Background: an optimization exercise with open tools, aiming at small area and a short achievable clock period. Do not read the settings as production practice.
Power and IR drop assume default switching activity.

==> flow/design.v (excerpt) <==
module mult_top(
    input clk,
    input  [15:0] x,
    input  [15:0] y,
    output [31:0] p_out
    );
    wire [4:0] ks;
    wire [6:0] fx, fy;
    wire       t;
    MITCH_IN mi(.x(x), .y(y), .ks(ks), .fx(fx), .fy(fy), .t(t));
    reg [4:0] ks_r;
    reg [6:0] fx_r, fy_r;
    reg       t_r;
    always @(posedge clk) begin
        ks_r <= ks;
        fx_r <= fx;
        fy_r <= fy;
        t_r  <= t;
    end
    wire [21:0] v;
    MITCH_OUT mo(.ks(ks_r), .fx(fx_r), .fy(fy_r), .t(t_r), .v(v));
    reg [21:0] pm_r;
    reg        ps_r;
    always @(posedge clk) begin
        pm_r <= v;
        ps_r <= t_r;
    end
    assign p_out = {ps_r, ps_r, pm_r, {8{ps_r}}};
endmodule
Settings: LEC_CHECK=0, CAP_MARGIN=20, CORE_MARGIN=2, CORE_UTILIZATION=40, SETUP_SLACK_MARGIN=1.5, SLEW_MARGIN=20; clock period 6.3 ns.
standard.sh (not shown) runs the stock make flow with config.mk's settings and CLKGATE_MAP_FILE= SYNTH_SCRIPT=/design/flow/synth_recipe.tcl, a recipe that flattens the netlist after the stock synthesis.
==> flow/flow/run.sh <==
#!/bin/bash
# Standard ORFS flow (the standard.sh) with these changes:
#  - ABC maps with flow/abc.script (area-oriented, no up-sizing), through a
#    copy of the ORFS scripts folder in which only abc_area.script differs;
#  - small adders are left to ABC instead of full/half-adder cells;
set -uo pipefail
cp -r "$FLOW_HOME/scripts" ./scripts
cp flow/abc.script ./scripts/abc_area.script
bash standard.sh SCRIPTS_DIR="$PWD/scripts" ABC_AREA=1 ADDER_MAP_FILE= \
  "BUFFER_PORTS_ARGS=-buffer_cell sky130_fd_sc_hd__buf_1" finish > standard.log 2>&1
==> flow/flow/abc.script <==
strash
dch
map -a
topo
stime -c
The first run finished with timing, DRC and antenna clean.
Change:
Settings changed: SETUP_SLACK_MARGIN 1.5 to 3.5.
What happened: Critical path depth is lower by 3; routed wire length came out higher by 35%; clock-buffer cell count stays the same; final cell count went up by 11%; via count is higher by 19%; worst hold slack gains 0.034 ns.
Change:
Settings changed: SETUP_SLACK_MARGIN 3.5 to 2.0.
After rerunning: Non-clock buffer count came out lower by 78. Area after synthesis does not change. Clock power falls by 31%.
Change:
Settings changed: SETUP_SLACK_MARGIN 2.0 to 2.5.
Sequential power barely changes.
Wire length came out higher by 3.1%.
Maximum frequency is higher by 10%.
Total power is higher by 4.5%.
Register-to-register slack improves by 0.12 ns.
Cell area goes up by 4.7%.
Count of clock-buffer cells in the layout is unchanged.
Core utilization is higher by 2.2 points.
Die area stays the same.
No functional check of the RTL was part of any run of this note.


the reference run:
mult_top, a different RTL version from the one above (not shown whole).
Size: roughly 420 cells after synthesis, roughly 46 flip-flops, about 65 I/O pins.
## mult_top
module mult_top(
    input clk,
    input  [15:0] x,
    input  [15:0] y,
    output [31:0] p_out
    );
==> flow/config.mk <==
export PLATFORM = sky130hd
export DESIGN_NAME = mult_top
export DESIGN_NICKNAME = mult_top
export VERILOG_FILES = /design/flow/design.v
export SDC_FILE = /design/flow/constraint.sdc
export NUM_CORES = 4
export LEC_CHECK = 0
export CAP_MARGIN = 20
export CORE_MARGIN = 2
export CORE_UTILIZATION = 60
export PLACE_DENSITY = 0.75
export SETUP_SLACK_MARGIN = 3.25
export SLEW_MARGIN = 20
==> flow/constraint.sdc <==
create_clock -name core_clock -period 6.3 [get_ports {clk}]
set_input_delay 1.2600 -clock core_clock [delete_from_list [all_inputs] [get_ports {clk}]]
set_output_delay 1.2600 -clock core_clock [all_outputs]
set_load 0.01 [all_outputs]
==> flow/flow/abc.script <==
&get -n
&st
&dch
&nf -a
&put
topo
stime -c
Scripts as last shown in full above: flow/flow/run.sh
#### Input delta (the trial run over the reference run)
Settings: SETUP_SLACK_MARGIN: 3.25 -> 2.75.
- The trial run: no failed stages, no open violations at the end
- Share of post-route cells with drive strength above 1 delta for the trial run relative to the reference run: 19 points lower
- Clock power: the trial run vs the reference run down 11%
- Worst setup slack: lower on the reference run
- In the trial run the global-route usage turned out 7.5 points lower than in the reference run.
- Against the reference run, the trial run reports a achievable clock frequency that is higher.
No run of this note included a check of the RTL's function; only the layout flow was run.

static timing again, ports no longer ideal:
In the flow no input, the clock included, has a driving cell. The finished layouts below were timed again as built, in two steps. Step 1 (the two cells are an assumption about what drives the block):
set clk [get_ports {clk}]
set_driving_cell -lib_cell sky130_fd_sc_hd__clkbuf_16 $clk
set_driving_cell -lib_cell sky130_fd_sc_hd__buf_2 [delete_from_list [all_inputs] $clk]
Step 2 times the ports against the registers' clock, not the clock port: input delays grow and output delays shrink by t, the midpoint of the rising clock arrivals with the driver on. a / b / c = ideal ports / drivers / drivers and shift; a / b = the first two.
| run | t, ns | setup slack, ns | worst setup path after step 2 | latest minus earliest clock arrival (ns) | cell pins on the clock port's net |
|---|---|---|---|---|---|
| the first run of note 1 | 0.320 | 1.951 / 1.956 / 1.636 | input to register | 0.008 / 0.008 | 1 |
| the second run of note 1 | 0.321 | 3.066 / 2.943 / 2.622 | input to register | 0.005 / 0.004 | 1 |
| the third run of note 1 | 0.317 | 2.284 / 2.285 / 1.968 | input to register | 0.006 / 0.006 | 1 |
| the fourth run of note 1 | 0.314 | 2.650 / 2.645 / 2.331 | input to register | 0.004 / 0.004 | 1 |
| the reference run | 0.344 | 2.872 / 2.868 / 2.525 | input to register | 0.011 / 0.011 | 1 |
| the trial run | 0.321 | 2.957 / 2.957 / 2.636 | input to register | 0.009 / 0.009 | 1 |
After both steps setup and hold are still met in every run listed. For the second run of note 1, which loses most, drivers alone change the setup slack by -0.123 ns; drivers and shift together by -0.444 ns.
